Context: an optimization exercise on an open-source flow, tuned for small area. The choices shown serve that exercise and are no tape-out recipe. RTL that was checked went through simulation tests only; none was proved equivalent to the original. Only the layout flow was run in runs 2 to 4, 6 and 7; the RTL was not checked for function there.

==> design.v <==
module SubRipple #(parameter W = 9)(
    input  wire [W-1:0] a,
    input  wire [W-1:0] b,
    output wire [W-1:0] d,
    output wire         ge
);
    wire [W:0] c;
    assign c[0] = 1'b1;
    genvar i;
    generate
        for (i = 0; i < W; i = i + 1) begin : g
            wire nb = ~b[i];
            assign d[i] = a[i] ^ nb ^ c[i];
            assign c[i+1] = (a[i] & nb) | (c[i] & (a[i] | nb));
        end
    endgenerate
    assign ge = c[W];
endmodule
module Decode_1xEP(
    input  wire [8:0]  m_range,
    input  wire [16:0] e,
    output wire        bin_out,
    output wire [15:0] v
);
    wire [9:0] br;
    assign br[0] = 1'b0;
    genvar i;
    generate
        for (i = 0; i < 9; i = i + 1) begin : g
            assign br[i+1] = (~e[7+i] & m_range[i]) | (~(e[7+i] ^ m_range[i]) & br[i]);
        end
    endgenerate
    assign bin_out = e[16] | ~br[9];
    assign v = {e[15:7] ^ ({9{bin_out}} & (m_range ^ br[8:0])), e[6:0]};
endmodule
module AddRipple #(parameter W = 4)(
    input  wire [W-1:0] a,
    input  wire [W-1:0] b,
    input  wire         ci,
    output wire [W-1:0] s,
    output wire         co
);
    wire [W:0] c;
    assign c[0] = ci;
    genvar i;
    generate
        for (i = 0; i < W; i = i + 1) begin : g
            assign s[i] = a[i] ^ b[i] ^ c[i];
            assign c[i+1] = (a[i] & b[i]) | (c[i] & (a[i] | b[i]));
        end
    endgenerate
    assign co = c[W];
endmodule
module Decoder #(parameter BIN_WIDTH = 4)(
    input clk,
    input reset,
    input bypass,
    input [7:0] pState_in,
    input [1:0] n_bin,
    input [15:0] m_value_binRE_in,
    input [16:0] m_value_binEP0_in,
    input [16:0] m_value_binEP1_in,
    input [16:0] m_value_binEP2_in,
    input [16:0] m_value_binEP3_in,
    output wire [BIN_WIDTH - 1:0] bin,
    output wire [15:0] m_value_binRE_out,
    output wire [16:0] m_value_binEP0_out,
    output wire [16:0] m_value_binEP1_out,
    output wire [16:0] m_value_binEP2_out,
    output wire [16:0] m_value_binEP3_out,
    output wire [2:0] numBits,
    output wire mps_renorm,
    output wire lps
);
    reg [8:0] m_range;
    function CarryTree8(input [7:0] g, input [7:0] p);
        reg [3:0] g1, p1;
        reg [1:0] g2, p2;
        integer k;
        begin
            for (k = 0; k < 4; k = k + 1) begin
                g1[k] = g[2*k+1] | (p[2*k+1] & g[2*k]);
                p1[k] = p[2*k+1] & p[2*k];
            end
            for (k = 0; k < 2; k = k + 1) begin
                g2[k] = g1[2*k+1] | (p1[2*k+1] & g1[2*k]);
                p2[k] = p1[2*k+1] & p1[2*k];
            end
            CarryTree8 = g2[1] | (p2[1] & g2[0]);
        end
    endfunction
    reg [15:0] m_value;
    wire b0, b1, b2, b3;
    wire [15:0] v0, v1, v2, v3;
    Decode_1xEP ep0 (.m_range(m_range), .e(m_value_binEP0_in), .bin_out(b0), .v(v0));
    Decode_1xEP ep1 (.m_range(m_range), .e(m_value_binEP1_in), .bin_out(b1), .v(v1));
    Decode_1xEP ep2 (.m_range(m_range), .e(m_value_binEP2_in), .bin_out(b2), .v(v2));
    Decode_1xEP ep3 (.m_range(m_range), .e(m_value_binEP3_in), .bin_out(b3), .v(v3));
    assign m_value_binEP0_out = {m_value, 1'b0};
    assign m_value_binEP1_out = {v0, 1'b0};
    assign m_value_binEP2_out = {v1, 1'b0};
    assign m_value_binEP3_out = {v2, 1'b0};
    wire sel0 = bypass & ~n_bin[1] & ~n_bin[0];
    wire sel1 = bypass & ~n_bin[1] &  n_bin[0];
    wire sel2 = bypass &  n_bin[1] & ~n_bin[0];
    wire sel3 = bypass &  n_bin[1] &  n_bin[0];
    wire [15:0] v_next = ({16{sel0}} & v0) | ({16{sel1}} & v1) | ({16{sel2}} & v2) |
                         ({16{sel3}} & v3) | ({16{~bypass}} & m_value_binRE_in);
    wire [3:0] bin_ep = {sel3 & b3, (sel2 | sel3) & b2, ~sel0 & b1, b0};
    wire [4:0] q = pState_in[6:2] ^ {5{pState_in[7]}};
    wire [3:0] r = m_range[8:5];
    wire [5:0] r3;  
    AddRipple #(5) a0 (.a({1'b0, r}), .b({r, 1'b0}), .ci(1'b0), .s(r3[4:0]), .co(r3[5]));
    wire [3:0] d0 = {q[1] & q[0], q[1] & ~q[0], ~q[1] & q[0], ~q[1] & ~q[0]};
    wire [3:0] d1 = {q[3] & q[2], q[3] & ~q[2], ~q[3] & q[2], ~q[3] & ~q[2]};
    wire [5:0] t0 = ({6{d0[1]}} & {2'b00, r}) | ({6{d0[2]}} & {1'b0, r, 1'b0}) | ({6{d0[3]}} & r3);
    wire [5:0] t1 = ({6{d1[1]}} & {2'b00, r}) | ({6{d1[2]}} & {1'b0, r, 1'b0}) | ({6{d1[3]}} & r3);
    wire [3:0] t2 = {4{q[4]}} & r;
    wire [5:0] x = t1;                                
    wire [5:0] y = {t2, 2'b00};                       
    wire [3:0] z = t0[5:2];                           
    wire [6:0] cs_s; wire [6:0] cs_c;
    assign cs_s[0] = x[0] ^ z[0];  assign cs_c[0] = x[0] & z[0];
    assign cs_s[1] = ~(x[1] ^ z[1]); assign cs_c[1] = x[1] | z[1];
    assign cs_s[2] = x[2] ^ y[2] ^ z[2]; assign cs_c[2] = (x[2] & y[2]) | (z[2] & (x[2] | y[2]));
    assign cs_s[3] = x[3] ^ y[3] ^ z[3]; assign cs_c[3] = (x[3] & y[3]) | (z[3] & (x[3] | y[3]));
    assign cs_s[4] = x[4] ^ y[4]; assign cs_c[4] = x[4] & y[4];
    assign cs_s[5] = x[5] ^ y[5]; assign cs_c[5] = x[5] & y[5];
    assign cs_s[6] = 1'b0; assign cs_c[6] = 1'b0;
    wire [6:0] fs; wire fco;
    AddRipple #(6) af (.a(cs_s[6:1]), .b(cs_c[5:0]), .ci(1'b0), .s(fs[6:1]), .co(fco));
    assign fs[0] = cs_s[0];
    wire [7:0] lpsr = {fs[6:0], t0[1]};
    wire [8:0] rl; wire rl_ge;
    wire rl_ge_ripple;
    SubRipple #(9) srl (.a(m_range), .b({1'b0, lpsr}), .d(rl), .ge(rl_ge_ripple));
    wire [8:0] a_lo; wire a_ge;
    SubRipple #(9) sva (.a(m_value[15:7]), .b(m_range), .d(a_lo), .ge(a_ge));
    wire [7:0] t_lo; wire t_c8_ripple;
    AddRipple #(8) at (.a(a_lo[7:0]), .b(lpsr), .ci(1'b0), .s(t_lo), .co(t_c8_ripple));
    wire t_c8 = CarryTree8(a_lo[7:0] & lpsr, a_lo[7:0] | lpsr);
    wire rl_ge8 = CarryTree8(m_range[7:0] & ~lpsr, m_range[7:0] | ~lpsr) | &(m_range[7:0] | ~lpsr);
    assign rl_ge = m_range[8] | rl_ge8;
    wire t8 = a_lo[8] ^ t_c8;
    wire c9 = a_lo[8] & t_c8;
    wire t9 = ~a_ge ^ c9;             
    wire t10 = ~a_ge & ~c9;           
    wire [8:0] vd = {t8, t_lo};
    wire is_lps = ~t10 & (rl_ge | t9);
    wire lz2 = ~|lpsr[7:4];
    wire lz1 = (lpsr[7:5] == 3'b001) | (lpsr[7:4] == 4'b0001);
    wire lz0 = (lpsr[7:6] == 2'b01) | (lpsr[7:4] == 4'b0001) | (lpsr[7:2] == 6'b000001);
    wire [7:0] l1 = lz2 ? {lpsr[3:0], 4'b0000} : lpsr;
    wire [7:0] l2 = lz1 ? {l1[5:0], 2'b00} : l1;
    wire [6:0] l3 = lz0 ? l2[5:0] << 1 : l2[6:0];
    wire [2:0] nb = {lz2, lz1, lz0} + 3'd1;
    assign lps = is_lps;
    assign mps_renorm = is_lps | rl[8];
    assign numBits = is_lps ? nb : 3'd1;
    wire [15:0] sh0 = {vd[7:0], m_value[6:0], 1'b0};
    wire [15:0] sh1 = lz2 ? {sh0[11:0], 4'b0000} : sh0;
    wire [15:0] sh2 = lz1 ? {sh1[13:0], 2'b00} : sh1;
    wire [15:0] re_lps = lz0 ? {sh2[14:0], 1'b0} : sh2;
    wire [15:0] re_mps = rl[8] ? m_value : {m_value[14:0], 1'b0};
    assign m_value_binRE_out = is_lps ? re_lps : re_mps;
    wire [8:0] rng_lps = {1'b1, l3, 1'b0};
    wire [8:0] rng_mps = rl[8] ? rl : {rl[7:0], 1'b0};
    wire [8:0] rng_re = is_lps ? rng_lps : rng_mps;
    wire [3:0] bin_re = is_lps ? {3'b111, ~pState_in[7]} : {3'b000, pState_in[7]};
    assign bin = bypass ? bin_ep : bin_re;
    always @(posedge clk or posedge reset) begin
        if (reset) begin
            m_range <= 9'd510;
            m_value <= 16'd36049;
        end else begin
            m_value <= v_next;
            if (!bypass)
                m_range <= rng_re;
        end
    end
endmodule
==> flow/run.sh <==
#!/bin/bash
# Standard ORFS layout with two changes:
#  1. after the standard synthesis, the combinational logic of its netlist is re-mapped by
#     ABC with area-oriented scripts, a few rounds, keeping the result whose area after an
#     unplaced timing repair (flow/a1.tcl) is smallest; the flip-flops are kept exactly as
#     the standard synthesis made them;
#  2. the port buffers use the smallest buffer cell, constant outputs share one tie cell and
#     the clock tree gets no dummy loads.
set -euo pipefail
HERE=$(pwd)
R=$HERE/orfs/results/sky130hd/Decoder/base
LIB=$FLOW_HOME/platforms/sky130hd/lib/sky130_fd_sc_hd__tt_025C_1v80.lib
DU=""
for c in probe_p_8 probec_p_8 lpflow_bleeder_1 lpflow_clkbufkapwr_1 lpflow_clkbufkapwr_16 \
  lpflow_clkbufkapwr_2 lpflow_clkbufkapwr_4 lpflow_clkbufkapwr_8 lpflow_clkinvkapwr_1 \
  lpflow_clkinvkapwr_16 lpflow_clkinvkapwr_2 lpflow_clkinvkapwr_4 lpflow_clkinvkapwr_8 \
  lpflow_inputiso0n_1 lpflow_inputiso0p_1 lpflow_inputiso1n_1 lpflow_inputiso1p_1 \
  lpflow_isobufsrc_1 lpflow_isobufsrc_16 lpflow_isobufsrc_2 lpflow_isobufsrc_4 \
  lpflow_isobufsrc_8 lpflow_isobufsrckapwr_16; do
  DU="$DU -dont_use sky130_fd_sc_hd__$c"
done

bash standard.sh synth > synth.log 2>&1
cp $R/1_2_yosys.v $HERE/std_synth.v

# one round: re-map the combinational logic of $1 with ABC script $3 into $2
remap() {
  yosys -l $2.log -p "
read_liberty -ignore_miss_func -overwrite -setattr liberty_cell $LIB
blackbox sky130_fd_sc_hd__df*
read_verilog -overwrite $1
hierarchy -top Decoder
flatten
opt_clean
abc -liberty $LIB $DU -script $3
opt_clean -purge
read_liberty -lib -overwrite $LIB
tee -o $2.stat stat -liberty $LIB
write_verilog -noattr -nohex -nodec $2
" > /dev/null
  awk '/Chip area/{print $NF}' $2.stat
}

a1() {
  A1_NETLIST=$1 A1_SDC=$HERE/constraint.sdc openroad -no_init -exit $HERE/flow/a1.tcl > $1.a1.log 2>&1
  awk '/^A1 /{print $2}' $1.a1.log
}

mkdir -p remap
cur=$HERE/std_synth.v
for round in 1 2 3 4 5; do
  round_best=""; round_area=1e9
  for s in s5 s9 s10; do
    out=$HERE/remap/r${round}_$s.v
    a=$(remap $cur $out $HERE/flow/$s.abc)
    c=$(a1 $out)
    echo "round $round $s area $a cost $c" >> remap/summary.txt
    if awk "BEGIN{exit !($a < $round_area)}"; then round_area=$a; round_best=$out; fi
  done
  cur=$round_best
done
best=$(awk '{print $7, $2, $3}' remap/summary.txt | sort -g | head -1 | awk -v d=$HERE/remap '{print d "/r" $2 "_" $3 ".v"}')
echo "best $best $(awk '{print $7}' remap/summary.txt | sort -g | head -1)" >> remap/summary.txt

yosys -l $HERE/finalize.log -p "
read_liberty -lib -overwrite $LIB
read_verilog $best
hierarchy -top Decoder
hilomap -singleton -hicell sky130_fd_sc_hd__conb_1 HI -locell sky130_fd_sc_hd__conb_1 LO
insbuf -buf sky130_fd_sc_hd__buf_1 A X
splitnets
opt_clean -purge
check -assert -mapped
stat -liberty $LIB
write_verilog -noattr -nohex -nodec $HERE/resyn.v
" > /dev/null

cp $HERE/resyn.v $R/1_2_yosys.v
rm -f $R/1_synth.odb $R/1_synth.sdc

export BUFFER_PORTS_ARGS="-buffer_cell sky130_fd_sc_hd__buf_1"
export SKIP_REPAIR_TIE_FANOUT=1
# clock tree without dummy loads
export CTS_ARGS="-sink_clustering_enable -repair_clock_nets -dont_use_dummy_load"
bash standard.sh > standard.log 2>&1
==> flow/a1.tcl <==
set P $::env(FLOW_HOME)/platforms/sky130hd
read_lef $P/lef/sky130_fd_sc_hd.tlef
read_lef $P/lef/sky130_fd_sc_hd_merged.lef
read_liberty $P/lib/sky130_fd_sc_hd__tt_025C_1v80.lib
read_verilog $::env(A1_NETLIST)
link_design Decoder
read_sdc $::env(A1_SDC)
source $P/setRC.tcl
set_driving_cell -lib_cell sky130_fd_sc_hd__buf_1 [delete_from_list [all_inputs] [get_ports clk]]
set_dont_use {sky130_fd_sc_hd__probe_p_8 sky130_fd_sc_hd__probec_p_8 sky130_fd_sc_hd__lpflow_*}
repair_design
repair_timing -setup -setup_margin 1.5
puts "A1 [format %.2f [expr [rsz::design_area] * 1e12]]"
==> flow/s10.abc <==
strash
dc2
dch -f
amap -F 10 -A 50 -C 5000
topo
==> flow/s5.abc <==
strash
balance
 rewrite
 refactor
 balance
 rewrite
 rewrite -z
 balance
 refactor -z
 rewrite -z
 balance
dch -f
amap
topo
==> flow/s9.abc <==
strash
balance
 rewrite
 refactor
 balance
 rewrite
 rewrite -z
 balance
 refactor -z
 rewrite -z
 balance
balance
 rewrite
 refactor
 balance
 rewrite
 rewrite -z
 balance
 refactor -z
 rewrite -z
 balance
balance
 rewrite
 refactor
 balance
 rewrite
 rewrite -z
 balance
 refactor -z
 rewrite -z
 balance
dch -f
amap
topo
==> standard.sh <==
#!/bin/bash
# synth_recipe.tcl (not shown) runs the flow's synth.tcl, then flattens the netlist and writes it again
# the make line also repeats each setting of config.mk as NAME=value (left out here)
make -C /OpenROAD-flow-scripts/flow DESIGN_CONFIG=/design/flow/config.mk WORK_HOME=/design/flow/orfs CLKGATE_MAP_FILE= SYNTH_SCRIPT=/design/flow/synth_recipe.tcl "${@:-finish}"
==> config.mk <==
export PLATFORM = sky130hd
export DESIGN_NAME = Decoder
export DESIGN_NICKNAME = Decoder
export VERILOG_FILES = /design/flow/design.v
export SDC_FILE = /design/flow/constraint.sdc
export NUM_CORES = 4
export LEC_CHECK = 0
export ABC_AREA = 1
export CAP_MARGIN = 0
export CORE_MARGIN = 2
export CORE_UTILIZATION = 50
export SLEW_MARGIN = 0
==> constraint.sdc <==
create_clock -name core_clock -period 10.0 [get_ports {clk}]
set_input_delay 2.0000 -clock core_clock [delete_from_list [all_inputs] [get_ports {clk}]]
set_output_delay 2.0000 -clock core_clock [all_outputs]
set_load 0.01 [all_outputs]
==> flow_summary.yaml, run 1 <==
die:
  die_x_um: 96.35
  io_pins: 190
  die-area_sq_um: 9283
  dieHeight_um: 96.35
  coreArea_sq_um: 8258
  initial_core_util: 0.5164
  rows: 33
route:
  wl_per_cell_um: 15.79
  vias: 6296
  initialDrtViolationCount: 499
  via_per_inst: 6.119
  wirelength_mm: 16.25
  drc: 0
  detail-route-antenna-nets: 0
  first_pass_iters: 5
place:
  io_buffers: 183
  placed_cells: 1026
  pre_cts_ws_ns: 0.3806
  gp_congestion: 1.030
  post_dp_cell_area_sq_um: 5091
  dp_hpwl_mm: 13.02
worst_setup_path:
  cp.arrival_ns: 7.35
  startpoint_type: "primary input"
  r2r-start: "m_range[6]$_DFFE_PP1N_"
  cpPeakStageDelay_ns: 0.28
  cp_data_required_time_ns: 8.00
  cpMaxStageDelayCell: "buf_1"
  cp_max_fo: 13
  cp-startpoint: "pState_in[7]"
  worstSetupPathType: "primary input to output port"
  crit_path_end_kind: "output port"
cts:
  numCtsBuffers: 3
  ctsHoldBuffers: 0
  cts.reportedPaths.clkPinSlew_ns: 0.08
  cts_root_buf: "clkbuf_8"
  h-tree-depth: 1
  cts_tree: "built"
  post_cts_buffers: 0
  cts_sinks: 25
  cts_resized: 0
  insertion_delay_ns: 0.27
  clockBufferDepth: 2
logic_synthesis:
  syn_area_sq_um: 4264
  yosysWarnings: 1
  syn_avg_cell_area_sq_um: 5.625
  syn-num-nets: 855
  synthCells: 758
sta:
  period_needed_ns: 9.349
  finalCritPeriodShare: 0.9349
  worst_slack_ns: 0.6507
  setup_viol: 0
  slew_violations: 0
  hold_slack_ns: 0.6776
  rsz0062_at_grt: "no"
  hold_viol_final: 0
  skew_ns: 0.01282
  slew_headroom: 0.2442
  tns_ns: 0
  max_freq_mhz: 107.0
  worst_slew_pin_slew_ns: 1.125
finish:
  nNetsFinal: 1023
  postLayoutCoreUtil: 0.6242
  final_cells: 1029
  syn2layout_area_growth_pct: 20.89
  n_fill_cell: 858
  postLayoutCellArea_sq_um: 5155
  drive_above_1_share: 0.05087
  antenna-diode-count: 0
grt:
  grt_max_degree: 34
  grt_pass1_wl_mm: 24.56
  antenna_found_initial: 0
  gr-total-overflow: 0
  first_global_vias: 5184
  grtUsageTotal: 0.3315
min_path:
  worstHoldStart: "m_range[0]$_DFFE_PP0N_"
  hold_path_class: "flip-flop to flip-flop"
job:
  cap_violations: 0
status:
  status: "finished clean"
[critical path: cells and delay by family]
kind                   cells  cell delay [ns]
AOI/OAI and AO/OA         14             2.49
and+or+nand+nor           10             1.64
buffers and inverters      7             1.22
[per-layer routing]
metal | share of wire | up-vias | routed length, um | global-route usage
li1 | - | 3087 | - | -
met1 | 0.41 | 2806 | 6589 | 0.4603
met2 | 0.48 | 368 | 7739 | 0.5625
met3 | 0.10 | 35 | 1644 | 0.02819
met4 | 0.017 | 0 | 273 | 0.06690
met5 | 0 | - | 0 | 0
[flip-flops by register name, indices dropped and copies added, names as in the netlist]
name	count
m_range	9
m_value	16
[path summary, 6_finish.rpt]
path	cells after the start	endpoint	slack, ns
max	31	m_value_binRE_out[8]	0.65
max in group asynchronous	2	m_value[14]$_DFF_PP0_	7.85
min reg2reg	3	m_range[0]$_DFFE_PP0N_	0.68
min	3	m_range[0]$_DFFE_PP0N_	0.68
max reg2reg	30	m_range[3]$_DFFE_PP1N_	3.69
min in group asynchronous	2	m_value[5]$_DFF_PP0_	1.75
[layout make-up]
class / count / area (sq um) / share of cell area
Clock buffer: 3 / 41.29 / 0.008010
Inverter: 63 / 236.5 / 0.04587
Multi-Input combinational cell: 629 / 3257 / 0.6318
Sequential cell: 25 / 644.4 / 0.1250
Tap cell: 105 / 131.4 / 0.02549
Timing Repair Buffer: 204 / 844.6 / 0.1638
[placed cells by master, fill, tap and decap left out, drive strengths merged, types with 2 or more instances in the layout]
cell type	count
o31ai	2
a31oi	8
clkbuf	3
nor3	38
clkinv	61
a221oi	8
o221a	2
nand2	68
o21bai	2
a22o	3
a22oi	10
o221ai	6
a222oi	18
buf	204
nor2	195
o21a	3
nor4	3
o21ai	73
inv	2
a32oi	3
nand3	2
dfstp	15
a21oi	77
o211ai	3
o22ai	56
nor2b	15
or2	7
dfrtp	10
a211oi	14
==> run 2, diff against run 1 <==
--- a/design.v
+++ b/design.v
@@ -117,5 +117,5 @@
     wire [5:0] t1 = ({6{d1[1]}} & {2'b00, r}) | ({6{d1[2]}} & {1'b0, r, 1'b0}) | ({6{d1[3]}} & r3);
     wire [3:0] t2 = {4{q[4]}} & r;
-    wire [5:0] x = t1;                                
+    wire [5:0] x = {t1[5:4], t1[3:0]};               
     wire [5:0] y = {t2, 2'b00};                       
     wire [3:0] z = t0[5:2];                           
@@ -135,4 +135,5 @@
     wire rl_ge_ripple;
     SubRipple #(9) srl (.a(m_range), .b({1'b0, lpsr}), .d(rl), .ge(rl_ge_ripple));
+    wire rl_ge;
     wire [8:0] a_lo; wire a_ge;
     SubRipple #(9) sva (.a(m_value[15:7]), .b(m_range), .d(a_lo), .ge(a_ge));
--- a/flow/run.sh
+++ b/flow/run.sh
@@ -49,7 +49,7 @@
 mkdir -p remap
 cur=$HERE/std_synth.v
-for round in 1 2 3 4 5; do
+for round in 1 2 3 4 5 6 7 8; do
   round_best=""; round_area=1e9
-  for s in s5 s9 s10; do
+  for s in s5 s9 s10 s13 s14; do
     out=$HERE/remap/r${round}_$s.v
     a=$(remap $cur $out $HERE/flow/$s.abc)
--- a/flow/a1.tcl
+++ b/flow/a1.tcl
@@ -10,4 +10,4 @@
 set_dont_use {sky130_fd_sc_hd__probe_p_8 sky130_fd_sc_hd__probec_p_8 sky130_fd_sc_hd__lpflow_*}
 repair_design
-repair_timing -setup -setup_margin 1.5
+repair_timing -setup -setup_margin 1.0
 puts "A1 [format %.2f [expr [rsz::design_area] * 1e12]]"
==> flow/s13.abc (new file) <==
strash
dc2
dch -f
amap
topo
==> flow/s14.abc (new file) <==
strash
balance
 rewrite
 refactor
 balance
 rewrite
 rewrite -z
 balance
 refactor -z
 rewrite -z
 balance
dc2
dch -f
amap -F 20 -A 100 -C 10000
topo
==> run 2 against run 1 <==
  * Die area shrank 0.15%
  * Largest cell class unchanged
  * Critical path type unchanged
  * Final cell count is 0.87% higher
  * Clock skew fell by 0.0066 ns
  * Routed wire length decreased by 1.4%
==> flow_summary.yaml, run 2 <==
worst_setup_path:
  crit_path_end_kind: "output port"
  worstSetupPathType: "primary input to output port"
  cpMaxStageDelayCell: "or2_0"
  r2r-start: "m_range[7]$_DFFE_PP1N_"
  cp_data_required_time_ns: 8.00
  reg2reg_slack_ns: 3.46
  startpoint_type: "primary input"
  cp_common_cell: "nor2_1"
  cpPeakStageDelay_ns: 0.32
  worstRegToRegCells: 32
  r2r-end: "m_range[4]$_DFFE_PP1N_"
  cp.arrival_ns: 7.36
  cp_max_fo: 10
sta:
  slew_violations: 0
  max_freq_mhz: 106.8
  rsz0062_at_grt: "no"
  setup_viol: 0
  worst_slew_pin_slew_ns: 1.297
  slew_headroom: 0.1302
  hold_viol_final: 0
  hold_slack_ns: 0.7080
  tns_ns: 0
  finalCritPeriodShare: 0.9361
  period_needed_ns: 9.361
  skew_ns: 0.006236
finish:
  drive_above_1_share: 0.05788
  nNetsFinal: 1032
  postLayoutCellArea_sq_um: 5187
  antenna-diode-count: 0
  layout_commonest_cell: "nor2_1"
  postLayoutCoreUtil: 0.6313
  largest_reg_flops: 16
  largestRegisters: "m_value (16), m_range (9)"
  syn2layout_area_growth_pct: 21.83
  final_cell_mix: "nor2_1, buf_1, nand2_1, o21ai_0, a21oi_1"
  regMostFlops: "m_value"
cts:
  numCtsBuffers: 3
  h-tree-depth: 1
  cts_tree: "built"
  ctsHoldBuffers: 0
  cts_root_buf: "clkbuf_8"
  clockBufferDepth: 2
  cts_sinks: 25
  cts.reportedPaths.clkPinSlew_ns: 0.08
  insertion_delay_ns: 0.26
grt:
  grt_use_met2: 0.5295
  grt_pass1_wl_mm: 24.40
  globalRouteMet1Util: 0.4618
  grtUsageTotal: 0.3289
  first_global_vias: 5269
  antenna_found_initial: 0
  grt.met3_usage: 0.02662
  grt_busiest_layer: "met2"
  gr-total-overflow: 0
  grt_max_degree: 32
route:
  vias: 6291
  wirelength_mm: 16.01
  via_per_inst: 6.061
  drc: 0
  detail-route-antenna-nets: 0
  first_pass_iters: 7
  initialDrtViolationCount: 568
  wl_per_cell_um: 15.42
logic_synthesis:
  yosysWarnings: 1
  syn_avg_cell_area_sq_um: 5.580
  syn_area_sq_um: 4258
  syn-num-nets: 860
  synthCells: 763
status:
  status: "finished clean"
die:
  rows: 33
  io_pins: 190
  die_x_um: 96.28
  dieHeight_um: 96.28
  die-area_sq_um: 9270
  coreArea_sq_um: 8217
  initial_core_util: 0.5182
place:
  dp_hpwl_mm: 12.78
  io_buffers: 183
  gp_congestion: 0.9491
  post_dp_cell_area_sq_um: 5097
min_path:
  hold_path_end: "m_range[1]$_DFFE_PP1N_"
  holdPathStages: 2
  worstHoldStart: "m_range[1]$_DFFE_PP1N_"
  hold_path_class: "flip-flop to flip-flop"
job:
  cap_violations: 0
-- run 2: routing by layer --
metal  share of wire  routed length (um)
met1            0.43                6823
met5               0                   0
met3           0.091                1450
met4           0.023                 372
met2            0.46                7364
-- run 2: worst max-delay path by stage --
stage	endpoint	start	slack, ns
global route	m_value_binRE_out[3]	pState_in[7]	0.15
detailed placement	m_value_binRE_out[15]	pState_in[7]	0.25
floorplan	m_value_binRE_out[14]	pState_in[7]	0.75
CTS	m_value_binRE_out[12]	pState_in[7]	0.22
global placement	m_value_binRE_out[15]	pState_in[7]	0.55
finish	m_value_binRE_out[3]	pState_in[7]	0.64
-- run 2: metrics by stage --
step	cells	setup slack, ns
after floorplan	763	0.7466
after global placement	1032	0.5506
after detailed placement	1032	0.2545
after CTS	1035	0.2199
after global routing	1038	0.1470
final	1038	0.6387
-- run 2: worst max-delay path, delay by kind of cell --
family	cells	cell delay, ns
simple gates	13	1.84
compound gates	13	2.12
buf+inv	9	1.41
-- run 2: final cells by class --
class,instances,area (sq um)
Timing Repair Buffer,208,874.6
Fill cell,860,3029
Sequential cell,25,644.4
Inverter,66,251.5
Multi-Input combinational cell,631,3244
Clock buffer,3,41.29
Tap cell,105,131.4
-- run 2: what timing repair did --
action | CTS | global route
gates resized for setup | 0 | 10
setup endpoints to repair | 0 | 19
setup buffers | 0 | 3
hold endpoints to repair | 0 | 0
==> run 3, diff against run 2 <==
--- a/design.v
+++ b/design.v
@@ -150,10 +150,20 @@
     wire is_lps = ~t10 & (rl_ge | t9);
     wire lz2 = ~|lpsr[7:4];
-    wire lz1 = (lpsr[7:5] == 3'b001) | (lpsr[7:4] == 4'b0001);
-    wire lz0 = (lpsr[7:6] == 2'b01) | (lpsr[7:4] == 4'b0001) | (lpsr[7:2] == 6'b000001);
     wire [7:0] l1 = lz2 ? {lpsr[3:0], 4'b0000} : lpsr;
+    wire lz1 = ~|l1[7:6];
     wire [7:0] l2 = lz1 ? {l1[5:0], 2'b00} : l1;
+    wire lz0 = ~l2[7];
     wire [6:0] l3 = lz0 ? l2[5:0] << 1 : l2[6:0];
-    wire [2:0] nb = {lz2, lz1, lz0} + 3'd1;
+    reg [2:0] nb;
+    always @(*) begin
+        casez (lpsr[7:3])
+            5'b1????: nb = 3'd1;
+            5'b01???: nb = 3'd2;
+            5'b001??: nb = 3'd3;
+            5'b0001?: nb = 3'd4;
+            5'b00001: nb = 3'd5;
+            default:  nb = 3'd6;
+        endcase
+    end
     assign lps = is_lps;
     assign mps_renorm = is_lps | rl[8];
--- a/flow/run.sh
+++ b/flow/run.sh
@@ -49,7 +49,7 @@
 mkdir -p remap
 cur=$HERE/std_synth.v
-for round in 1 2 3 4 5 6 7 8; do
+for round in 1 2 3 4 5; do
   round_best=""; round_area=1e9
-  for s in s5 s9 s10 s13 s14; do
+  for s in s5 s9 s10; do
     out=$HERE/remap/r${round}_$s.v
     a=$(remap $cur $out $HERE/flow/$s.abc)
removed: flow/s13.abc
removed: flow/s14.abc
==> run 3 against run 2 <==
  * Still clean
  * Hold slack worse by 0.033 ns
  * Flip-flop and latch count stayed put
  * Die area grew 1.6%
  * Routed wire length is 4.9% higher
  * Maximum frequency increased by 0.71%
  * Synthesized cell count rose by 1.7%
  * Sequential share of layout area fell by 0.12 points
  * Cell area rose by 1.0%
  * Non-clock buffer count up 1
  * First-iteration DRC count is 14% lower
  * Setup slack better by 0.066 ns
  * Critical path type unchanged
  * Largest cell class unchanged
==> flow_summary.yaml, run 3 <==
sta:
  setup_viol: 0
  tns_ns: 0
  rsz0062_at_grt: "no"
  worst_slew_pin_slew_ns: 1.200
  period_needed_ns: 9.295
  slew_violations: 0
  slew_headroom: 0.1940
  worst_slack_ns: 0.7049
  skew_ns: 0.01201
  max_freq_mhz: 107.6
  finalCritPeriodShare: 0.9295
  hold_viol_final: 0
place:
  io_buffers: 183
  dp_hpwl_mm: 13.60
  placed_cells: 1049
  gp_congestion: 0.9718
  pre_cts_ws_ns: 0.3965
cts:
  cts_root_buf: "clkbuf_8"
  h-tree-depth: 1
  clockBufferDepth: 2
  cts_resized: 0
  ctsHoldBuffers: 0
  cts_tree: "built"
  cts.reportedPaths.clkPinSlew_ns: 0.07
  cts_sinks: 25
  numCtsBuffers: 3
  post_cts_buffers: 0
  insertion_delay_ns: 0.27
min_path:
  hold_path_class: "flip-flop to flip-flop"
worst_setup_path:
  cp_max_fo: 18
  crit_buf_inv: 8
  cpMaxStageDelayCell: "o21ai_0"
  cp-startpoint: "pState_in[7]"
  reg2reg_slack_ns: 3.77
  cpPeakStageDelay_ns: 0.46
  worstRegToRegCells: 29
  crit_path_end: "m_value_binRE_out[15]"
  cp_data_required_time_ns: 8.00
  r2r-end: "m_range[3]$_DFFE_PP1N_"
  cp_common_cell: "nor2_1"
  crit_cells: 28
  path_delay_family: "simple AND/OR/NAND/NOR gates"
  cp.arrival_ns: 7.30
  worstSetupPathType: "primary input to output port"
  crit_path_end_kind: "output port"
  startpoint_type: "primary input"
  r2r-start: "m_range[8]$_DFFE_PP1N_"
route:
  wirelength_mm: 16.79
  wl_per_cell_um: 15.96
  detail-route-antenna-nets: 0
  initialDrtViolationCount: 488
  first_pass_iters: 8
  drc: 0
  vias: 6373
  via_per_inst: 6.058
logic_synthesis:
  syn_avg_cell_area_sq_um: 5.576
  synthCells: 776
  syn_area_sq_um: 4327
  syn-num-nets: 873
  yosysWarnings: 1
die:
  initial_core_util: 0.5213
  die-area_sq_um: 9414
  dieHeight_um: 97.03
  die_x_um: 97.03
  rows: 33
  io_pins: 190
  coreArea_sq_um: 8299
status:
  status: "finished clean"
finish:
  drive_above_1_share: 0.05069
  layout_commonest_cell: "nor2_1"
  final_cell_mix: "nor2_1, buf_1, a21oi_1, nand2_1, o21ai_0"
  seq_area_sq_um: 644.4
  largestRegisters: "m_value (16), m_range (9)"
  largest_reg_flops: 16
  regMostFlops: "m_value"
  multi_input_area_sq_um: 3312
  syn2layout_area_growth_pct: 21.11
  n_fill_cell: 856
  antenna-diode-count: 0
  final_cells: 1052
  nNetsFinal: 1046
grt:
  antenna_found_initial: 0
  grtUsageTotal: 0.3359
  grt_pass1_wl_mm: 26.58
  grt_max_degree: 30
  gr-total-overflow: 0
  first_global_vias: 5720
job:
  cap_violations: 0
==> run 3: cell type report <==
cell class,instances,area share
multi-input combinational,651,0.6320
timing repair buffer,209,0.1683
sequential,25,0.1230
inverter,59,0.04370
tap,105,0.02507
clock buffer,3,0.007880
==> run 3: worst reg2reg max path, delay by kind of cell, from the launching register on <==
family	cells	cell delay, ns
compound gates	11	2.10
simple gates	11	1.71
buf+inv	7	1.66
flops	1	0.67
==> run 3: metal layers <==
layer  share of wire  GRT usage  routed length, um
met3           0.095    0.02168               1597
met4           0.026     0.1170                442
met5               0          0                  0
met2            0.46     0.5625               7669
met1            0.42     0.4577               7082
==> run 3: per-stage QoR <==
stage | hold WS, ns | util | area (sq um)
floorplan | 0.5900 | - | 4327
global placement | 0.6628 | 0.6255 | 5191
detailed placement | 0.6697 | 0.6255 | 5191
CTS | 0.6819 | 0.6305 | 5233
global route | 0.7273 | 0.6314 | 5240
finish | 0.6747 | 0.6314 | 5240
==> run 3: how the worst min path moves through the flow <==
stage                            from                     end  slack, ns  cells after the start
6_report       m_range[4]$_DFFE_PP1N_  m_range[4]$_DFFE_PP1N_       0.67                      2
3_3_place_gp   m_range[4]$_DFFE_PP1N_  m_range[4]$_DFFE_PP1N_       0.66                      2
3_5_place_dp   m_range[1]$_DFFE_PP1N_  m_range[1]$_DFFE_PP1N_       0.67                      2
5_1_grt        m_range[1]$_DFFE_PP1N_  m_range[1]$_DFFE_PP1N_       0.73                      2
4_1_cts        m_range[4]$_DFFE_PP1N_  m_range[4]$_DFFE_PP1N_       0.68                      2
2_1_floorplan  m_range[1]$_DFFE_PP1N_  m_range[1]$_DFFE_PP1N_       0.59                      2
==> run 4, diff against run 3 <==
--- a/design.v
+++ b/design.v
@@ -74,20 +74,4 @@
 );
     reg [8:0] m_range;
-    function CarryTree8(input [7:0] g, input [7:0] p);
-        reg [3:0] g1, p1;
-        reg [1:0] g2, p2;
-        integer k;
-        begin
-            for (k = 0; k < 4; k = k + 1) begin
-                g1[k] = g[2*k+1] | (p[2*k+1] & g[2*k]);
-                p1[k] = p[2*k+1] & p[2*k];
-            end
-            for (k = 0; k < 2; k = k + 1) begin
-                g2[k] = g1[2*k+1] | (p1[2*k+1] & g1[2*k]);
-                p2[k] = p1[2*k+1] & p1[2*k];
-            end
-            CarryTree8 = g2[1] | (p2[1] & g2[0]);
-        end
-    endfunction
     reg [15:0] m_value;
     wire b0, b1, b2, b3;
@@ -133,14 +117,9 @@
     wire [7:0] lpsr = {fs[6:0], t0[1]};
     wire [8:0] rl; wire rl_ge;
-    wire rl_ge_ripple;
-    SubRipple #(9) srl (.a(m_range), .b({1'b0, lpsr}), .d(rl), .ge(rl_ge_ripple));
-    wire rl_ge;
+    SubRipple #(9) srl (.a(m_range), .b({1'b0, lpsr}), .d(rl), .ge(rl_ge));
     wire [8:0] a_lo; wire a_ge;
     SubRipple #(9) sva (.a(m_value[15:7]), .b(m_range), .d(a_lo), .ge(a_ge));
-    wire [7:0] t_lo; wire t_c8_ripple;
-    AddRipple #(8) at (.a(a_lo[7:0]), .b(lpsr), .ci(1'b0), .s(t_lo), .co(t_c8_ripple));
-    wire t_c8 = CarryTree8(a_lo[7:0] & lpsr, a_lo[7:0] | lpsr);
-    wire rl_ge8 = CarryTree8(m_range[7:0] & ~lpsr, m_range[7:0] | ~lpsr) | &(m_range[7:0] | ~lpsr);
-    assign rl_ge = m_range[8] | rl_ge8;
+    wire [7:0] t_lo; wire t_c8;
+    AddRipple #(8) at (.a(a_lo[7:0]), .b(lpsr), .ci(1'b0), .s(t_lo), .co(t_c8));
     wire t8 = a_lo[8] ^ t_c8;
     wire c9 = a_lo[8] & t_c8;
==> run 4 against run 3 <==
  * Largest cell class unchanged
  * Die area fell by 1.1%
  * Synthesized area decreased by 1.1%
  * Critical path depth increased by 5
==> flow_summary.yaml, run 4 <==
logic_synthesis:
  yosysWarnings: 1
  syn_area_sq_um: 4278
  synthCells: 767
  syn_avg_cell_area_sq_um: 5.577
  syn-num-nets: 864
sta:
  period_needed_ns: 9.261
  hold_viol_final: 0
  rsz0062_at_grt: "no"
  skew_ns: 0.01048
  worst_slew_pin_slew_ns: 1.172
  slew_violations: 0
  max_freq_mhz: 108.0
  worst_slack_ns: 0.7391
  slew_headroom: 0.2146
  setup_viol: 0
  finalCritPeriodShare: 0.9261
  tns_ns: 0
worst_setup_path:
  crit_path_end_kind: "output port"
  worstRegToRegCells: 34
  reg2reg_slack_ns: 3.24
  r2r-start: "m_range[5]$_DFFE_PP1N_"
  r2r-end: "m_range[6]$_DFFE_PP1N_"
  startpoint_type: "primary input"
  cp_common_cell: "nor2_1"
  cp_max_fo: 10
  cp_data_required_time_ns: 8.00
  worstSetupPathType: "primary input to output port"
  cp.arrival_ns: 7.26
  crit_buf_inv: 8
  path_delay_family: "compound AO/OA/AOI/OAI gates"
  cpPeakStageDelay_ns: 0.30
  cpMaxStageDelayCell: "o21ai_0"
die:
  io_pins: 190
  coreArea_sq_um: 8258
  die-area_sq_um: 9311
  initial_core_util: 0.5180
  die_x_um: 96.50
  dieHeight_um: 96.50
  rows: 33
cts:
  insertion_delay_ns: 0.27
  ctsHoldBuffers: 0
  post_cts_buffers: 0
  cts_tree: "built"
  numCtsBuffers: 3
  cts_root_buf: "clkbuf_8"
  clockBufferDepth: 2
  cts_sinks: 25
  h-tree-depth: 1
  cts.reportedPaths.clkPinSlew_ns: 0.09
route:
  vias: 6366
  detail-route-antenna-nets: 0
  initialDrtViolationCount: 615
  via_per_inst: 6.063
  wirelength_mm: 16.13
  first_pass_iters: 6
  drc: 0
  wl_per_cell_um: 15.36
grt:
  grt_max_degree: 27
  grt_pass1_wl_mm: 24.11
  first_global_vias: 5266
  antenna_found_initial: 0
  grtUsageTotal: 0.3253
  gr-total-overflow: 0
finish:
  regMostFlops: "m_value"
  final_cells: 1050
  syn2layout_area_growth_pct: 22.90
  largest_reg_flops: 16
  nNetsFinal: 1044
  largestRegisters: "m_value (16), m_range (9)"
  layout_commonest_cell: "nor2_1"
  drive_above_1_share: 0.06243
  final_cell_mix: "nor2_1, buf_1, a21oi_1, o21ai_0"
  antenna-diode-count: 0
  postLayoutCellArea_sq_um: 5258
place:
  pre_cts_ws_ns: 0.3758
  io_buffers: 183
  post_dp_cell_area_sq_um: 5200
  gp_congestion: 0.9603
  placed_cells: 1047
  dp_hpwl_mm: 13.04
min_path:
  hold_path_end: "m_range[4]$_DFFE_PP1N_"
  holdPathStages: 2
  hold_path_class: "flip-flop to flip-flop"
  worstHoldStart: "m_range[4]$_DFFE_PP1N_"
status:
  status: "finished clean"
job:
  cap_violations: 0
[run 4: changes by cell type in the layout (fill, tap and decap cells not counted), sizes merged, moves of 7 or more]
cell,previous run,this run
a21oi,97,85
o22ai,53,43
nand2,72,65
clkinv,56,65
a221o,3,12
o21ai,63,71
[run 4: layer usage]
layer | track usage | wire length [um]
met4 | 0.08803 | 409
met5 | 0 | 0
met1 | 0.4711 | 7076
met2 | 0.5208 | 7299
met3 | 0.02560 | 1339
[run 4: worst max-delay path by stage]
| stage | from | endpoint | slack (ns) | depth (start not counted) |
|---|---|---|---|---|
| finish | pState_in[7] | m_value_binRE_out[12] | 0.74 | 33 |
| global route | pState_in[7] | m_value_binRE_out[13] | 0.04 | 28 |
| CTS | pState_in[7] | m_value_binRE_out[4] | 0.35 | 28 |
| detailed placement | pState_in[7] | m_value_binRE_out[4] | 0.38 | 30 |
| global placement | pState_in[7] | m_value_binRE_out[4] | 0.64 | 30 |
| floorplan | pState_in[7] | m_value_binRE_out[5] | 0.01 | 25 |
[run 4: area by class of cell]
| cell class | instances | area, sq um |
|---|---|---|
| clock buffer | 3 | 41.29 |
| fill | 871 | 3000 |
| inverter | 67 | 251.5 |
| multi-input combinational | 634 | 3253 |
| sequential | 25 | 644.4 |
| tap | 105 | 131.4 |
| timing repair buffer | 216 | 935.9 |
[run 4: through the flow]
| step | hold slack [ns] | utilization |
|---|---|---|
| floorplan | 0.5843 | - |
| CTS | 0.6726 | 0.6347 |
| global placement | 0.6389 | 0.6297 |
| detailed placement | 0.6632 | 0.6297 |
| finish | 0.6754 | 0.6367 |
| global route | 0.7148 | 0.6367 |
[run 4: worst register-to-register path, delay by kind of cell, from the launching register on]
kind | cells | cell delay [ns]
buf+inv | 9 | 1.78
compound gates | 15 | 3.07
simple gates | 10 | 1.15
flops | 1 | 0.64
[run 4: repair_timing]
item | CTS | global route
setup endpoints to repair | 0 | 21
resized for setup | 0 | 11
endpoints found under the hold margin | 0 | 0
==> run 5, diff against run 4 <==
--- a/design.v
+++ b/design.v
@@ -134,15 +134,5 @@
     wire lz0 = ~l2[7];
     wire [6:0] l3 = lz0 ? l2[5:0] << 1 : l2[6:0];
-    reg [2:0] nb;
-    always @(*) begin
-        casez (lpsr[7:3])
-            5'b1????: nb = 3'd1;
-            5'b01???: nb = 3'd2;
-            5'b001??: nb = 3'd3;
-            5'b0001?: nb = 3'd4;
-            5'b00001: nb = 3'd5;
-            default:  nb = 3'd6;
-        endcase
-    end
+    wire [2:0] nb = {lz2, lz1, lz0} + 3'd1;
     assign lps = is_lps;
     assign mps_renorm = is_lps | rl[8];
==> run 5 against run 4 <==
  * Largest cell class unchanged
  * Synthesized cell count decreased by 0.13%
  * Setup slack got worse by 0.10 ns
  * Global-route usage increased by 0.49 points
  * Maximum frequency decreased by 1.1%
  * Still clean
  * Flip-flop and latch count unchanged
==> flow_summary.yaml, run 5 <==
worst_setup_path:
  cp.arrival_ns: 7.36
  cpMaxStageDelayCell: "o21ai_0"
  worstSetupPathType: "primary input to output port"
  cp_max_fo: 10
  crit_path_end_kind: "output port"
  cp_common_cell: "o22ai_1"
  cpPeakStageDelay_ns: 0.55
  startpoint_type: "primary input"
  cp_data_required_time_ns: 8.00
cts:
  numCtsBuffers: 3
  cts_sinks: 25
  cts_root_buf: "clkbuf_8"
  clockBufferDepth: 2
  ctsHoldBuffers: 0
  h-tree-depth: 1
  cts.reportedPaths.clkPinSlew_ns: 0.09
  post_cts_buffers: 0
  insertion_delay_ns: 0.27
  cts_tree: "built"
finish:
  largest_reg_flops: 16
  final_cells: 1037
  final_cell_mix: "nor2_1, buf_1, a21oi_1, o21ai_0, nand2_1"
  largestRegisters: "m_value (16), m_range (9)"
  layout_commonest_cell: "nor2_1"
  drive_above_1_share: 0.04828
  syn2layout_area_growth_pct: 20.20
  nNetsFinal: 1031
  regMostFlops: "m_value"
  antenna-diode-count: 0
sta:
  slew_violations: 0
  tns_ns: 0
  hold_viol_final: 0
  period_needed_ns: 9.364
  skew_ns: 0.01374
  rsz0062_at_grt: "no"
  worst_slew_pin_slew_ns: 1.267
  slew_headroom: 0.1508
  max_freq_mhz: 106.8
  setup_viol: 0
  finalCritPeriodShare: 0.9364
logic_synthesis:
  syn_area_sq_um: 4329
  syn-num-nets: 863
  syn_avg_cell_area_sq_um: 5.652
  synthCells: 766
  yosysWarnings: 1
grt:
  antenna_found_initial: 0
  first_global_vias: 5723
  globalRouteMet1Util: 0.4556
  grt_max_degree: 29
  grt.met3_usage: 0.02230
  grt_busiest_layer: "met2"
  grtUsageTotal: 0.3303
  grt_use_met2: 0.5534
  grt_pass1_wl_mm: 26.54
  gr-total-overflow: 0
route:
  drc: 0
  detail-route-antenna-nets: 0
  wirelength_mm: 16.58
  first_pass_iters: 6
  initialDrtViolationCount: 580
  via_per_inst: 6.134
  wl_per_cell_um: 15.99
  vias: 6361
die:
  dieHeight_um: 97.05
  die-area_sq_um: 9419
  initial_core_util: 0.5216
  coreArea_sq_um: 8299
  io_pins: 190
  die_x_um: 97.05
  rows: 33
min_path:
  hold_path_class: "flip-flop to flip-flop"
status:
  status: "finished clean"
job:
  cap_violations: 0
place:
  dp_hpwl_mm: 13.11
  placed_cells: 1034
  gp_congestion: 0.9555
  io_buffers: 183
[run 5: worst max-delay path, delay by kind of cell]
kind | cells | cell delay (ns)
simple gates | 10 | 1.74
compound gates | 11 | 2.21
buf+inv | 8 | 1.41
[run 5: per-stage QoR]
step	hold slack, ns	setup slack (ns)	instance area, sq um	utilization
floorplan	0.5953	0.7348	4329	-
global placement	0.6607	0.5001	5156	0.6213
CTS	0.6876	0.3838	5197	0.6263
detailed placement	0.6689	0.3973	5156	0.6213
global route	0.7377	0.09435	5204	0.6270
finish	0.7017	0.6357	5204	0.6270
[run 5: layer usage]
layer	part of all wire	up-vias
met5	0	-
met1	0.42	2852
met2	0.47	353
met4	0.023	0
li1	-	3120
met3	0.089	36
[run 5: cell type report]
cell class,count,area (sq um)
Clock buffer,3,41.29
Fill cell,811,3095
Inverter,67,251.5
Multi-Input combinational cell,633,3289
Sequential cell,25,644.4
Tap cell,105,131.4
Timing Repair Buffer,204,845.8
[run 5: path summary, 6_finish.rpt]
check                                       start                     end  slack (ns)  depth (start not counted)
max in group asynchronous                   reset   m_value[14]$_DFF_PP0_        7.83                          2
setup / recovery                     pState_in[7]    m_value_binRE_out[1]        0.64                         29
hold / removal             m_range[1]$_DFFE_PP1N_  m_range[1]$_DFFE_PP1N_        0.70                          2
min in group asynchronous                   reset    m_value[1]$_DFF_PP0_        1.75                          2
setup reg to reg           m_range[8]$_DFFE_PP1N_  m_range[2]$_DFFE_PP1N_        3.93                         28
hold reg to reg            m_range[1]$_DFFE_PP1N_  m_range[1]$_DFFE_PP1N_        0.70                          2
[run 5: what timing repair did]
| action | 4_1_cts | 5_1_grt |
|---|---|---|
| gates resized for setup | 0 | 9 |
| setup endpoints to repair | 0 | 18 |
| endpoints found under the hold margin | 0 | 0 |
==> run 6, diff against run 5 <==
--- a/design.v
+++ b/design.v
@@ -129,8 +129,8 @@
     wire is_lps = ~t10 & (rl_ge | t9);
     wire lz2 = ~|lpsr[7:4];
+    wire lz1 = (lpsr[7:5] == 3'b001) | (lpsr[7:4] == 4'b0001);
+    wire lz0 = (lpsr[7:6] == 2'b01) | (lpsr[7:4] == 4'b0001) | (lpsr[7:2] == 6'b000001);
     wire [7:0] l1 = lz2 ? {lpsr[3:0], 4'b0000} : lpsr;
-    wire lz1 = ~|l1[7:6];
     wire [7:0] l2 = lz1 ? {l1[5:0], 2'b00} : l1;
-    wire lz0 = ~l2[7];
     wire [6:0] l3 = lz0 ? l2[5:0] << 1 : l2[6:0];
     wire [2:0] nb = {lz2, lz1, lz0} + 3'd1;
==> run 6 against run 5 <==
  * Global-route usage down 0.28 points
  * Setup slack gained 0.020 ns
  * Cell area about the same
  * Synthesized area shrank 0.29%
  * Maximum frequency rose by 0.22%
  * Still clean
  * Critical path depth grew 2
  * Synthesized cell count decreased by 0.91%
  * Hold slack better by 0.018 ns
  * Clock skew shrank 0.0051 ns
  * Utilization about the same
  * Register-to-register slack lost 0.68 ns
==> flow_summary.yaml, run 6 <==
grt:
  grt_max_degree: 31
  grt.met3_usage: 0.04118
  grt_use_met2: 0.5459
  grt_busiest_layer: "met2"
  first_global_vias: 5516
  globalRouteMet1Util: 0.4522
  antenna_found_initial: 0
  gr-total-overflow: 0
  grtUsageTotal: 0.3275
  grt_pass1_wl_mm: 26.14
route:
  detail-route-antenna-nets: 0
  drc: 0
  wl_per_cell_um: 15.84
  wirelength_mm: 16.30
  via_per_inst: 6.035
  first_pass_iters: 8
  vias: 6210
  initialDrtViolationCount: 568
finish:
  largestRegisters: "m_value (16), m_range (9)"
  syn2layout_area_growth_pct: 20.52
  layout_commonest_cell: "buf_1"
  drive_above_1_share: 0.04870
  largest_reg_flops: 16
  regMostFlops: "m_value"
  final_cell_mix: "buf_1, nor2_1, o21ai_0, a21oi_1, clkinv_1"
  nNetsFinal: 1023
  final_cells: 1029
  antenna-diode-count: 0
cts:
  cts.reportedPaths.clkPinSlew_ns: 0.08
  cts_sinks: 25
  insertion_delay_ns: 0.26
  h-tree-depth: 1
  cts_tree: "built"
  clockBufferDepth: 2
  cts_root_buf: "clkbuf_8"
  numCtsBuffers: 3
worst_setup_path:
  startpoint_type: "primary input"
  worstSetupPathType: "primary input to output port"
  cp_data_required_time_ns: 8.00
  cp_common_cell: "nor2_1"
  cp_max_fo: 13
  cpPeakStageDelay_ns: 0.37
  cp.arrival_ns: 7.34
  cpMaxStageDelayCell: "a222oi_1"
  crit_path_end_kind: "output port"
  crit_buf_inv: 9
  path_delay_family: "compound AO/OA/AOI/OAI gates"
sta:
  max_freq_mhz: 107.0
  finalCritPeriodShare: 0.9344
  hold_viol_final: 0
  worst_slew_pin_slew_ns: 1.273
  setup_viol: 0
  slew_violations: 0
  period_needed_ns: 9.344
  skew_ns: 0.008624
  tns_ns: 0
  slew_headroom: 0.1513
  rsz0062_at_grt: "no"
logic_synthesis:
  syn-num-nets: 856
  syn_area_sq_um: 4317
  yosysWarnings: 1
  syn_avg_cell_area_sq_um: 5.687
  synthCells: 759
die:
  dieHeight_um: 96.92
  io_pins: 190
  rows: 33
  coreArea_sq_um: 8299
  initial_core_util: 0.5201
  die-area_sq_um: 9393
  die_x_um: 96.92
place:
  io_buffers: 183
  dp_hpwl_mm: 12.91
  placed_cells: 1025
  gp_congestion: 0.9387
status:
  status: "finished clean"
min_path:
  hold_path_class: "flip-flop to flip-flop"
job:
  cap_violations: 0
[run 6: final timing paths]
kind,from,end,slack (ns),cells after the start
max reg2reg,m_range[6]$_DFFE_PP1N_,m_range[3]$_DFFE_PP1N_,3.25,31
min in group asynchronous,reset,m_value[3]$_DFF_PP0_,1.76,2
max in group asynchronous,reset,m_value[14]$_DFF_PP0_,7.83,2
max,pState_in[7],m_value_binRE_out[9],0.66,31
min reg2reg,m_range[1]$_DFFE_PP1N_,m_range[1]$_DFFE_PP1N_,0.72,2
min,m_range[1]$_DFFE_PP1N_,m_range[1]$_DFFE_PP1N_,0.72,2
[run 6: through the flow]
| stage | hold slack (ns) | utilization | area, sq um | setup WS, ns |
|---|---|---|---|---|
| after floorplan | 0.5777 | - | 4317 | 1.202 |
| after global placement | 0.6607 | 0.6192 | 5139 | 0.6642 |
| after detailed placement | 0.6988 | 0.6192 | 5139 | 0.5459 |
| after CTS | 0.7185 | 0.6242 | 5180 | 0.4722 |
| after global routing | 0.7848 | 0.6269 | 5202 | 0.02787 |
| final | 0.7196 | 0.6269 | 5202 | 0.6561 |
[run 6: routing by layer]
| metal | vias to the layer above | wire (um) |
|---|---|---|
| met4 | 0 | 271 |
| met5 | - | 0 |
| met2 | 333 | 7554 |
| met3 | 25 | 1590 |
| li1 | 3105 | - |
| met1 | 2747 | 6887 |
[run 6: worst min-delay path, delay by kind of cell, from the launching register on]
family          cells  cell delay, ns
flops               1            0.41
buf+inv             1            0.20
compound gates      1            0.11
[run 6: area by class of cell]
type | instances | area (sq um)
multi-input cells | 609 | 3226
fillers | 863 | 3097
repair buffers | 203 | 837.1
flip-flops and latches | 25 | 644.4
inverters | 84 | 322.8
well taps | 105 | 131.4
clock buffers | 3 | 41.29
[run 6: repair_timing]
item | in CTS | in global routing
resized for setup | 0 | 7
endpoints found under the setup margin | 0 | 16
endpoints found under the hold margin | 0 | 0
buffers inserted | 0 | 1
hold buffers | 0 | 0
==> run 7, diff against run 6 <==
--- a/design.v
+++ b/design.v
@@ -128,21 +128,23 @@
     wire [8:0] vd = {t8, t_lo};
     wire is_lps = ~t10 & (rl_ge | t9);
-    wire lz2 = ~|lpsr[7:4];
-    wire lz1 = (lpsr[7:5] == 3'b001) | (lpsr[7:4] == 4'b0001);
-    wire lz0 = (lpsr[7:6] == 2'b01) | (lpsr[7:4] == 4'b0001) | (lpsr[7:2] == 6'b000001);
-    wire [7:0] l1 = lz2 ? {lpsr[3:0], 4'b0000} : lpsr;
-    wire [7:0] l2 = lz1 ? {l1[5:0], 2'b00} : l1;
-    wire [6:0] l3 = lz0 ? l2[5:0] << 1 : l2[6:0];
-    wire [2:0] nb = {lz2, lz1, lz0} + 3'd1;
+    reg [2:0] nb;
+    always @(*) begin
+        casez (lpsr[7:3])
+            5'b1????: nb = 3'd1;
+            5'b01???: nb = 3'd2;
+            5'b001??: nb = 3'd3;
+            5'b0001?: nb = 3'd4;
+            5'b00001: nb = 3'd5;
+            default:  nb = 3'd6;
+        endcase
+    end
     assign lps = is_lps;
     assign mps_renorm = is_lps | rl[8];
     assign numBits = is_lps ? nb : 3'd1;
-    wire [15:0] sh0 = {vd[7:0], m_value[6:0], 1'b0};
-    wire [15:0] sh1 = lz2 ? {sh0[11:0], 4'b0000} : sh0;
-    wire [15:0] sh2 = lz1 ? {sh1[13:0], 2'b00} : sh1;
-    wire [15:0] re_lps = lz0 ? {sh2[14:0], 1'b0} : sh2;
+    wire [15:0] re_lps = {vd, m_value[6:0]} << nb;
     wire [15:0] re_mps = rl[8] ? m_value : {m_value[14:0], 1'b0};
     assign m_value_binRE_out = is_lps ? re_lps : re_mps;
-    wire [8:0] rng_lps = {1'b1, l3, 1'b0};
+    wire [7:0] lps_sh = lpsr << nb;
+    wire [8:0] rng_lps = {1'b1, lps_sh};   
     wire [8:0] rng_mps = rl[8] ? rl : {rl[7:0], 1'b0};
     wire [8:0] rng_re = is_lps ? rng_lps : rng_mps;
==> run 7 against run 6 <==
  * Sequential share of layout area shrank 0.092 points
  * Still clean on timing, DRC and antenna
  * Via count is 3.1% higher
  * Hold slack got worse by 0.043 ns
  * Synthesized cell count up 4.2%
  * Final cell count up 3.2%
  * First-iteration DRC count decreased by 9.0%
  * Utilization down 1.7 points
  * Critical path type unchanged
  * Clock skew is 0.015 ns higher
==> flow_summary.yaml, run 7 <==
status:
  status: "finished clean"
sta:
  slew_violations: 0
  worst_slew_pin_slew_ns: 1.195
  tns_ns: 0
  max_freq_mhz: 109.1
  slew_headroom: 0.1989
  rsz0062_at_grt: "no"
  finalCritPeriodShare: 0.9169
  skew_ns: 0.02343
  hold_viol_final: 0
  period_needed_ns: 9.169
  setup_viol: 0
worst_setup_path:
  cp.arrival_ns: 7.17
  path_delay_family: "compound AO/OA/AOI/OAI gates"
  startpoint_type: "primary input"
  crit_path_end: "m_value_binRE_out[15]"
  crit_cells: 31
  reg2reg_slack_ns: 3.89
  worstRegToRegCells: 30
  cpPeakStageDelay_ns: 0.29
  cp-startpoint: "pState_in[7]"
  cp_common_cell: "nor2_1"
  r2r-start: "m_range[7]$_DFFE_PP1N_"
  cp_max_fo: 18
  cpMaxStageDelayCell: "o21ai_0"
  worstSetupPathType: "primary input to output port"
  crit_path_end_kind: "output port"
  r2r-end: "m_range[7]$_DFFE_PP1N_"
  crit_buf_inv: 6
  cp_data_required_time_ns: 8.00
die:
  die-area_sq_um: 9531
  io_pins: 190
  die_x_um: 97.63
  dieHeight_um: 97.63
  coreArea_sq_um: 8593
  rows: 34
  initial_core_util: 0.5100
logic_synthesis:
  synthCells: 791
  syn_avg_cell_area_sq_um: 5.541
  syn-num-nets: 888
  syn_area_sq_um: 4383
  yosysWarnings: 1
cts:
  post_cts_buffers: 0
  cts_resized: 0
  h-tree-depth: 1
  ctsHoldBuffers: 0
  cts_root_buf: "clkbuf_8"
  cts.reportedPaths.clkPinSlew_ns: 0.09
  numCtsBuffers: 3
  cts_sinks: 25
  cts_tree: "built"
  clockBufferDepth: 2
  insertion_delay_ns: 0.27
route:
  initialDrtViolationCount: 517
  first_pass_iters: 6
  wl_per_cell_um: 15.18
  detail-route-antenna-nets: 0
  vias: 6403
  wirelength_mm: 16.13
  via_per_inst: 6.029
  drc: 0
place:
  gp_congestion: 0.9425
  dp_hpwl_mm: 12.85
  io_buffers: 183
finish:
  nNetsFinal: 1053
  postLayoutCoreUtil: 0.6099
  final_cell_mix: "nor2_1, buf_1, o21ai_0, nand2_1, a21oi_1"
  syn2layout_area_growth_pct: 19.58
  layout_commonest_cell: "nor2_1"
  largestRegisters: "m_value (16), m_range (9)"
  largest_reg_flops: 16
  antenna-diode-count: 0
  regMostFlops: "m_value"
  drive_above_1_share: 0.04403
grt:
  grt_max_degree: 26
  first_global_vias: 5474
  grt_pass1_wl_mm: 25.78
  gr-total-overflow: 0
  grtUsageTotal: 0.3197
  antenna_found_initial: 0
min_path:
  hold_path_class: "flip-flop to flip-flop"
job:
  cap_violations: 0
[run 7: cell type report]
class | count | area (sq um)
clock buffers | 3 | 41.29
repair buffers | 201 | 823.3
flip-flops and latches | 25 | 644.4
inverters | 52 | 195.2
multi-input cells | 673 | 3402
fillers | 913 | 3352
well taps | 108 | 135.1
[run 7: tightest hold or removal path, stage by stage, from the launching register on]
cell and delay, ns:
dfstp_2 0.41, clkinv_1 0.15, o21ai_0 0.11
[run 7: how the worst min path moves through the flow]
stage,depth (start not counted),slack [ns],startpoint,endpoint
final,2,0.68,m_range[4]$_DFFE_PP1N_,m_range[4]$_DFFE_PP1N_
after global routing,2,0.75,m_range[3]$_DFFE_PP1N_,m_range[3]$_DFFE_PP1N_
after CTS,2,0.69,m_range[4]$_DFFE_PP1N_,m_range[4]$_DFFE_PP1N_
after detailed placement,2,0.67,m_range[4]$_DFFE_PP1N_,m_range[4]$_DFFE_PP1N_
after global placement,2,0.64,m_range[4]$_DFFE_PP1N_,m_range[4]$_DFFE_PP1N_
after floorplan,2,0.59,m_range[4]$_DFFE_PP1N_,m_range[4]$_DFFE_PP1N_
[run 7: per-layer routing]
layer | wire (um) | GRT usage | vias up
li1 | - | - | 3197
met1 | 7074 | 0.4650 | 2824
met2 | 7277 | 0.5125 | 354
met3 | 1462 | 0.02086 | 28
met4 | 311 | 0.08654 | 0
met5 | 0 | 0 | -
[run 7: per-stage QoR]
step                cell area [sq um]  hold WS (ns)  setup WS [ns]  std cells
finish                           5241        0.6766         0.8312       1062
global route                     5241        0.7542         0.1384       1062
CTS                              5238        0.6877         0.3709       1062
detailed placement               5196        0.6717         0.3932       1059
global placement                 5196        0.6386         0.5650       1059
floorplan                        4383        0.5858         0.4856        791

[static timing again, ports no longer ideal]
No port has a modelled driver above. Below, the same layouts with a new extraction and two added sets of constraints.
Step 1 assumes that a clkbuf_16 drives the clock port and a buf_2 every other input.
Step 2 times the ports against the registers' clock, not the clock port: input delays grow and output delays shrink by t, the midpoint of the rising clock arrivals with the driver on.
a / b / c = ideal / step 1 / step 2; a / b = the first two.
run | t (ns) | setup WS [ns] | latest minus earliest clock arrival (ns) | cell pins on the clock port's net
run 1 | 0.290 | 0.651 / 0.629 / 0.629 | 0.013 / 0.014 | 1
run 2 | 0.291 | 0.639 / 0.616 / 0.616 | 0.007 / 0.006 | 1
run 3 | 0.291 | 0.705 / 0.685 / 0.685 | 0.012 / 0.012 | 1
run 4 | 0.292 | 0.739 / 0.719 / 0.719 | 0.010 / 0.010 | 1
run 5 | 0.291 | 0.636 / 0.613 / 0.613 | 0.014 / 0.015 | 1
run 6 | 0.285 | 0.656 / 0.631 / 0.631 | 0.009 / 0.010 | 1
run 7 | 0.292 | 0.831 / 0.809 / 0.809 | 0.024 / 0.024 | 1
After both steps every run listed still meets setup and hold. The setup slack of run 6, which loses most, moves by -0.025 ns with the drivers and by -0.025 ns with both steps.
